From an optimization exercise on the open Yosys and OpenROAD flow, aimed at small area, a short achievable clock period and few clock cycles; shortcuts taken in it are not production practice.
RTL that was checked went through simulation tests only; none was proved equivalent to the original.
The clock input has no modelled driver; a real chip could not lean on it and would need a root buffer or a full tree.
Power figures rest on the tool's default switching activity, not on a simulated workload.

## run A
==> flow/design.v (excerpt) <==
module rx_packet_handler #(
	parameter DATA_WIDTH = 128,
	parameter DEBUG_EN = 0
	)(
	input  wire                    axi_clk,
	input  wire                    axi_aresetn,
	output wire [63:0]             m_axis_eth_tdata,
	output wire [7:0]              m_axis_eth_tuser,
	output wire                    m_axis_eth_tlast,
	output wire [7:0]              m_axis_eth_tkeep,
	output wire                    m_axis_eth_tvalid,
	input  wire                    m_axis_eth_tready,
	output wire [31:0]             addr_o,
	input  wire [DATA_WIDTH-1:0]   data_i,
	output wire                    en_o,
	output wire                    rst_o,
	output wire [DATA_WIDTH/8-1:0] wea_o,
	output wire                    wren_o,
	input  wire [31:0]             pkt_addr_i,
	input  wire [15:0]             pkt_len_i,
	input  wire                    pkt_addr_v_i,
	output wire                    pkt_ack_o
	);
For scale: ~0.0026 mm² of cells after synthesis.
export LEC_CHECK = 0
export CAP_MARGIN = 20
export CORE_AREA = 4 4 104 104
export CTS_BUF_LIST = sky130_fd_sc_hd__clkbuf_8 sky130_fd_sc_hd__clkbuf_16
export CTS_CLUSTER_DIAMETER = 500
export CTS_CLUSTER_SIZE = 100
export DIE_AREA = 0 0 108 108
export SETUP_SLACK_MARGIN = 1.2
export SLEW_MARGIN = 20
create_clock -name core_clock -period 3.0 [get_ports {axi_clk}]
standard.sh (not shown) runs the stock make flow with config.mk's settings and CLKGATE_MAP_FILE= SYNTH_SCRIPT=/design/flow/synth_recipe.tcl, a recipe that flattens the netlist after the stock synthesis.
==> flow/flow/run.sh <==
#!/bin/bash
# Own layout flow: the standard flow (standard synthesis unchanged) with
# these changes:
# - the port buffers are the smallest buffer (buf_1) instead of the delay cell
#   buffer_ports picks by default; repair may still size them up;
# - one tie cell per constant value;
# - after CTS, the clock tree is cut down to a single buffer (flow/post_cts.tcl).
set -euo pipefail
here=$(pwd)
bash standard.sh \
  "BUFFER_PORTS_ARGS=-buffer_cell sky130_fd_sc_hd__buf_1" \
  "SKIP_REPAIR_TIE_FANOUT=1" \
  "POST_CTS_TCL=$here/flow/post_cts.tcl" \
  finish > flow_make.log 2>&1
Other scripts of this flow, unchanged in this note and not shown: flow/flow/post_cts.tcl
Run A ended with every stage complete and zero timing, DRC or antenna violations.
The following lists how run B was set up differently from run A:
Settings: SETUP_SLACK_MARGIN: 1.2 -> 1.3.
Findings:
Run B finished every stage and its layout cleared the timing, DRC and antenna checks. On run B: global-route wire length before repair is 0.73% lower than what run A gave. Against run A, run B comes in about 14% higher on combinational power. Relative to run A, the internal power component of run B is higher by 6.7%. On final total power: run B sits above run A. Part of the total power dissipated in sequential elements: run A and run B compared, higher one is run A. Row number of non-filler instances in the completed layout: run B higher / run A lower. Compared with run A, run B shows number of global-route vias before repair that has gone up by a few percent. From run A to run B, number of antenna violations at the first check in global routing did not move at all.
Function was not checked in any run of this note: the RTL went through the layout flow alone.


Another version of the RTL of rx_packet_handler (not shown whole).
For scale: about 300 cells after synthesis, ~310 I/O pins.
## rx_packet_handler
module rx_packet_handler #(
	parameter DATA_WIDTH = 128,
	parameter DEBUG_EN = 0
	)(
	input  wire                    axi_clk,
	input  wire                    axi_aresetn,
	output wire [63:0]             m_axis_eth_tdata,
	output wire [7:0]              m_axis_eth_tuser,
	output wire                    m_axis_eth_tlast,
	output wire [7:0]              m_axis_eth_tkeep,
	output wire                    m_axis_eth_tvalid,
	input  wire                    m_axis_eth_tready,
	output wire [31:0]             addr_o,
	input  wire [DATA_WIDTH-1:0]   data_i,
	output wire                    en_o,
	output wire                    rst_o,
	output wire [DATA_WIDTH/8-1:0] wea_o,
	output wire                    wren_o,
	input  wire [31:0]             pkt_addr_i,
	input  wire [15:0]             pkt_len_i,
	input  wire                    pkt_addr_v_i,
	output wire                    pkt_ack_o
	);
==> flow/config.mk <==
export PLATFORM = sky130hd
export DESIGN_NAME = rx_packet_handler
export DESIGN_NICKNAME = rx_packet_handler
export VERILOG_FILES = /design/flow/design.v
export SDC_FILE = /design/flow/constraint.sdc
export NUM_CORES = 4
export LEC_CHECK = 0
export CAP_MARGIN = 20
export CORE_AREA = 4 4 104 104
export CTS_BUF_LIST = sky130_fd_sc_hd__clkbuf_8 sky130_fd_sc_hd__clkbuf_16
export CTS_CLUSTER_DIAMETER = 500
export CTS_CLUSTER_SIZE = 100
export DIE_AREA = 0 0 108 108
export SETUP_SLACK_MARGIN = 0
export SLEW_MARGIN = 20
==> flow/constraint.sdc <==
create_clock -name core_clock -period 3.0 [get_ports {axi_clk}]
set_input_delay 0.6000 -clock core_clock [delete_from_list [all_inputs] [get_ports {axi_clk}]]
set_output_delay 0.6000 -clock core_clock [all_outputs]
set_load 0.01 [all_outputs]
==> flow/flow/post_cts.tcl <==
# Run after clock_tree_synthesis (ORFS POST_CTS_TCL hook). The design has only
# a few flip-flops, so the two-level tree CTS builds is replaced by its root
# buffer alone, sized up, driving every clock sink; the clock port still
# drives just that one buffer. The dummy load CTS added goes too.
set block [ord::get_db_block]
set port_net [$block findNet axi_clk]
set root ""
foreach it [$port_net getITerms] {
  if {$root ne ""} { error "clock port drives more than one cell" }
  set root [$it getInst]
}
set root_out ""
foreach it [$root getITerms] {
  if {[$it isOutputSignal]} { set root_out [$it getNet] }
}
set drop_insts {}
set drop_nets {}
foreach it [$root_out getITerms] {
  set inst [$it getInst]
  if {$inst eq $root} { continue }
  set master [[$inst getMaster] getName]
  if {![string match sky130_fd_sc_hd__clkbuf_* $master]} { continue }
  foreach jt [$inst getITerms] {
    if {[$jt isOutputSignal]} {
      set net [$jt getNet]
      foreach kt [$net getITerms] {
        if {[$kt getInst] eq $inst} { continue }
        set load [$kt getInst]
        if {[string match clkload* [$load getName]]} {
          lappend drop_insts $load
          continue
        }
        $kt disconnect
        $kt connect $root_out
      }
      lappend drop_nets $net
    }
  }
  lappend drop_insts $inst
}
foreach inst $drop_insts {
  puts "post_cts: removing [$inst getName]"
  odb::dbInst_destroy $inst
}
foreach net $drop_nets {
  if {[llength [$net getITerms]] == 0} { odb::dbNet_destroy $net }
}
set db [ord::get_db]
$root swapMaster [$db findMaster sky130_fd_sc_hd__clkbuf_16]
puts "post_cts: [$root getName] now drives [llength [$root_out getITerms]] pins"
detailed_placement
estimate_parasitics -placement
report_clock_min_period
Scripts as last shown in full above: flow/flow/run.sh
The first run finished clean.
==> next run, changes <==
--- a/flow/config.mk
+++ b/flow/config.mk
@@ -14 +14 @@
-export SETUP_SLACK_MARGIN = 0
+export SETUP_SLACK_MARGIN = 1.1
Outcome:
- The new run ran to the end with no violations
- worst setup slack is better by 0.37 ns
- via count rises by 2.3%
- final area rises by 5.2%
- sequential power is about the same
Function was not checked in any run of this note: the RTL went through the layout flow alone.


Another version of the RTL of rx_packet_handler (not shown whole).
For scale: ~310 I/O pins, ~2500 um2 of cells after synthesis.
Settings: LEC_CHECK=0, CAP_MARGIN=20, CORE_AREA=4 4 104 104, CTS_BUF_LIST=sky130_fd_sc_hd__clkbuf_8 sky130_fd_sc_hd__clkbuf_16, CTS_CLUSTER_DIAMETER=500, CTS_CLUSTER_SIZE=100, DIE_AREA=0 0 108 108, SETUP_SLACK_MARGIN=1.3, SLEW_MARGIN=20; clock period 3.0 ns.
==> flow/flow/post_cts.tcl <==
# Run after clock_tree_synthesis (ORFS POST_CTS_TCL hook). The design has only
# a few flip-flops, so the two-level tree CTS builds is replaced by its root
# buffer alone, sized up, driving every clock sink; the clock port still
# drives just that one buffer. The dummy load CTS added goes too.
set block [ord::get_db_block]
set port_net [$block findNet axi_clk]
set root ""
foreach it [$port_net getITerms] {
  if {$root ne ""} { error "clock port drives more than one cell" }
  set root [$it getInst]
}
set root_out ""
foreach it [$root getITerms] {
  if {[$it isOutputSignal]} { set root_out [$it getNet] }
}
set drop_insts {}
set drop_nets {}
foreach it [$root_out getITerms] {
  set inst [$it getInst]
  if {$inst eq $root} { continue }
  set master [[$inst getMaster] getName]
  if {![string match sky130_fd_sc_hd__clkbuf_* $master]} { continue }
  foreach jt [$inst getITerms] {
    if {[$jt isOutputSignal]} {
      set net [$jt getNet]
      foreach kt [$net getITerms] {
        if {[$kt getInst] eq $inst} { continue }
        set load [$kt getInst]
        if {[string match clkload* [$load getName]]} {
          lappend drop_insts $load
          continue
        }
        $kt disconnect
        $kt connect $root_out
      }
      lappend drop_nets $net
    }
  }
  lappend drop_insts $inst
}
foreach inst $drop_insts {
  puts "post_cts: removing [$inst getName]"
  odb::dbInst_destroy $inst
}
foreach net $drop_nets {
  if {[llength [$net getITerms]] == 0} { odb::dbNet_destroy $net }
}
# The root net carries CTS's non-default (wide spacing) rule; as the only
# clock net it now reaches every sink, so give it the default rule, as CTS
# gives its leaf nets.
if {[$root_out getNonDefaultRule] ne "NULL"} {
  $root_out setNonDefaultRule NULL
  puts "post_cts: cleared the non-default rule of [$root_out getName]"
}
set db [ord::get_db]
$root swapMaster [$db findMaster sky130_fd_sc_hd__clkbuf_16]
puts "post_cts: [$root getName] now drives [llength [$root_out getITerms]] pins"
detailed_placement
estimate_parasitics -placement
report_clock_min_period
Scripts as last shown in full above: flow/flow/run.sh
The baseline finished with timing, DRC and antenna clean.
Change:
--- a/flow/flow/post_cts.tcl
+++ b/flow/flow/post_cts.tcl
@@ -48,7 +47,0 @@
-# The root net carries CTS's non-default (wide spacing) rule; as the only
-# clock net it now reaches every sink, so give it the default rule, as CTS
-# gives its leaf nets.
-if {[$root_out getNonDefaultRule] ne "NULL"} {
-  $root_out setNonDefaultRule NULL
-  puts "post_cts: cleared the non-default rule of [$root_out getName]"
-}
--- a/flow/config.mk
+++ b/flow/config.mk
@@ -14 +14 @@
-export SETUP_SLACK_MARGIN = 1.3
+export SETUP_SLACK_MARGIN = 1.4
After rerunning:
- The new run completed with no timing, DRC or antenna violations
- critical path depth stays the same
- synthesized cell count stays the same
- setup slack is worse by 12 ps
- utilization came out higher by 3.7 points
- non-clock buffer count came out higher by 7
No functional check of the RTL was part of any run of this note.


Setup of job 1157:
rx_packet_handler, a different RTL version from the one above (not shown whole).
Size: about 320 cells after synthesis.
export LEC_CHECK = 0
export CAP_MARGIN = 20
export CORE_AREA = 4 4 146 42
export CTS_BUF_LIST = sky130_fd_sc_hd__clkbuf_8 sky130_fd_sc_hd__clkbuf_16
export CTS_CLUSTER_DIAMETER = 500
export CTS_CLUSTER_SIZE = 100
export DIE_AREA = 0 0 150 46
export SETUP_SLACK_MARGIN = 1.1
export SLEW_MARGIN = 20
create_clock -name core_clock -period 3.0 [get_ports {axi_clk}]
==> flow/flow/post_cts.tcl <==
# Run after clock_tree_synthesis (ORFS POST_CTS_TCL hook). The design has only
# a few flip-flops, so the two-level tree CTS builds is replaced by its root
# buffer alone, sized up, driving every clock sink; the clock port still
# drives just that one buffer. The dummy load CTS added goes too.
set block [ord::get_db_block]
set port_net [$block findNet axi_clk]
set root ""
foreach it [$port_net getITerms] {
  if {$root ne ""} { error "clock port drives more than one cell" }
  set root [$it getInst]
}
set root_out ""
foreach it [$root getITerms] {
  if {[$it isOutputSignal]} { set root_out [$it getNet] }
}
set drop_insts {}
set drop_nets {}
foreach it [$root_out getITerms] {
  set inst [$it getInst]
  if {$inst eq $root} { continue }
  set master [[$inst getMaster] getName]
  if {![string match sky130_fd_sc_hd__clkbuf_* $master]} { continue }
  foreach jt [$inst getITerms] {
    if {[$jt isOutputSignal]} {
      set net [$jt getNet]
      foreach kt [$net getITerms] {
        if {[$kt getInst] eq $inst} { continue }
        set load [$kt getInst]
        if {[string match clkload* [$load getName]]} {
          lappend drop_insts $load
          continue
        }
        $kt disconnect
        $kt connect $root_out
      }
      lappend drop_nets $net
    }
  }
  lappend drop_insts $inst
}
foreach inst $drop_insts {
  puts "post_cts: removing [$inst getName]"
  odb::dbInst_destroy $inst
}
foreach net $drop_nets {
  if {[llength [$net getITerms]] == 0} { odb::dbNet_destroy $net }
}
set db [ord::get_db]
$root swapMaster [$db findMaster sky130_fd_sc_hd__clkbuf_16]
puts "post_cts: [$root getName] now drives [llength [$root_out getITerms]] pins"
detailed_placement
estimate_parasitics -placement
report_clock_min_period
Scripts as last shown in full above: flow/flow/run.sh
Testbench counts of job 1157, summed over its fixed seeds: cycles 108,353.
[inputs] job 3125 vs job 1157
- swapping 0 0 150 46 for 0 0 108 108 in DIE_AREA
- swapping 1.1 for 1.4 in SETUP_SLACK_MARGIN
- swapping 4 4 146 42 for 4 4 104 104 in CORE_AREA
diff --git a/flow/flow/post_cts.tcl b/flow/flow/post_cts.tcl
--- a/flow/flow/post_cts.tcl
+++ b/flow/flow/post_cts.tcl
@@ -47,2 +47,9 @@
 }
+# The root net carries CTS's non-default (wide spacing) rule; as the only
+# clock net it now reaches every sink, so give it the default rule, as CTS
+# gives its leaf nets.
+if {[$root_out getNonDefaultRule] ne "NULL"} {
+  $root_out setNonDefaultRule NULL
+  puts "post_cts: cleared the non-default rule of [$root_out getName]"
+}
 set db [ord::get_db]
Results
Against job 1157 as the reference, job 3125 delivers a lower die width.
Diff job 1157 -> job 3125 | biggest fanout along the worst timing path | decrease of 16
Between job 1157 and job 3125, the net count after synthesis figures differ only marginally.
In the reports for job 3125 and job 1157, the larger number of iterations in the first detailed-routing pass belongs to job 1157.
Relative to job 1157, wire length of the first global-routing pass has decreased by 4.1% in job 3125.
Diff job 1157 -> job 3125 | signed area change from the synthesized netlist to the final layout | increase of 17 points
[diff] clock power, job 3125 relative to job 1157: improvement
As of job 3125, non-clock buffer count had risen by a few percent compared to job 1157.
Internal cell power: higher on job 3125
Input-level comparison between job 7165 and job 3125:
- setting TNS_END_PERCENT to 5 for the first time
- changing SETUP_SLACK_MARGIN from 1.4 to 1.3
## What came out
Job 7165 has total met3 wirelength after detailed routing below what job 3125 had.
Cell count along the critical path: job 3125 vs job 7165, no meaningful difference
Final area in job 7165 is about 9% lower than in job 3125
> inputs changed (job 7165 -> job 458)
- swapping 1.3 for 1.4 in SETUP_SLACK_MARGIN
Job 458 did not stop at any stage, and its layout met the timing, DRC and antenna checks. [compare] base=job 7165 new=job 458: worst setup slack after layout climbed 52 ps; area of the multi-input gates up 2.4%. Compared to job 7165, job 458 has relative area change from synthesis to final layout 6.0 points higher. The library cell contributing the largest single delay on the critical path comes out a21o_2 in one run and edfxtp_1 in the other, namely in job 7165 and job 458 respectively. Of the two candidates, job 7165 has the worse clock period minus worst slack and job 458 the better one. Between job 458 and job 7165, the post-route total power is higher for job 7165. Post-detailed-routing wire length was lower in the run labelled job 458. In the metrics for job 458 and job 7165, the one carrying the higher share of power burned in combinational logic is job 458.
The following lists how job 7304 was set up differently from job 458:
- TNS_END_PERCENT no longer set, was 5
- SETUP_SLACK_MARGIN now 1.3, was 1.4
- GPL_TIMING_DRIVEN now 1, previously not set
==> results.txt <==
- Measured against each other, job 7304 and job 458 differ in routed metal-1 wire length, the lower figure coming from job 458.
- In job 7304 the register-to-register setup slack turned out 110 ps lower than in job 458.
- On setup slack of the critical path after layout, job 7304 tracks job 458 almost exactly.
- Combinational share of power: job 7304 and job 458 compared, lower one is job 7304
- Compared with job 458, in job 7304 post-layout utilization of the core fell by 0.87 points, final cell count without fillers fell by 6, shortest clock period the worst path allows after layout stayed essentially flat.
Here is what was changed in the inputs of job 9512 compared with job 7304.
- clearing GPL_TIMING_DRIVEN, which used to be 1
- swapping 1.3 for 1.0 in SETUP_SLACK_MARGIN
Findings:
Job 9512 went all the way through the flow, and no timing, DRC or antenna check failed. Job 9512 ends up with lower global-route wire length before repair than job 7304 does. Note that the highest ir drop seen on vdd recorded for job 7304 amounts to 1.4 times the value seen in job 9512. For job 9512, the highest-delay cell along the critical path was dfxtp_1, unlike job 7304, where it was edfxtp_1. Comparing job 7304 and job 9512, setup slack after layout is higher on job 7304. [compare] base=job 7304 new=job 9512: data required time at the worst endpoint was more or less identical; detailed-route wire length went down 110 um; count of non-CTS buffers in the layout saw a decrease; placer's final routability congestion estimate now smaller.

-- separate check: timing with driven ports --
How much do the figures lean on ideal ports? The routed layouts below were timed once more, with nothing changed but the port constraints. Step 1 (the two cells are an assumption about what drives the block):
set clk [get_ports {axi_clk}]
set_driving_cell -lib_cell sky130_fd_sc_hd__clkbuf_16 $clk
set_driving_cell -lib_cell sky130_fd_sc_hd__buf_2 [delete_from_list [all_inputs] $clk]
Step 2 adds t to the input delays and takes it off the output delays; t is the mean of the earliest and latest rising clock arrival at the registers after step 1. Input paths then give back, and output paths get back, about the clock's delay inside the block. Three values: no drivers, after step 1, after step 2; two values: the first two.
run | t (ns) | setup slack, ns | worst data-port slew with drivers (ns) | cell pins on the clock port's net
run A | 0.201 | 0.995 / 0.989 / 0.789 | 0.14 | 1
run B | 0.199 | 0.953 / 0.951 / 0.752 | 0.17 | 1
the first run of note 2 | 0.190 | 0.675 / 0.647 / 0.499 | 0.08 | 1
the second run of note 2 | 0.189 | 1.049 / 1.029 / 0.860 | 0.07 | 1
the first run of note 3 | 0.194 | 1.073 / 1.065 / 0.872 | 0.08 | 1
the second run of note 3 | 0.198 | 1.061 / 1.056 / 0.858 | 0.07 | 1
job 1157 | 0.209 | 1.176 / 1.158 / 0.973 | 0.09 | 1
job 3125 | 0.202 | 1.331 / 1.297 / 1.196 | 0.08 | 1
job 7165 | 0.204 | 1.265 / 1.235 / 1.181 | 0.07 | 1
job 458 | 0.192 | 1.317 / 1.279 / 1.216 | 0.07 | 1
job 7304 | 0.201 | 1.320 / 1.287 / 1.186 | 0.07 | 1
job 9512 | 0.196 | 1.113 / 1.083 / 1.012 | 0.07 | 1
After both steps setup and hold are still met in every run listed. The setup slack of run A, which loses most, moves by -0.006 ns with the drivers and by -0.206 ns with both steps.
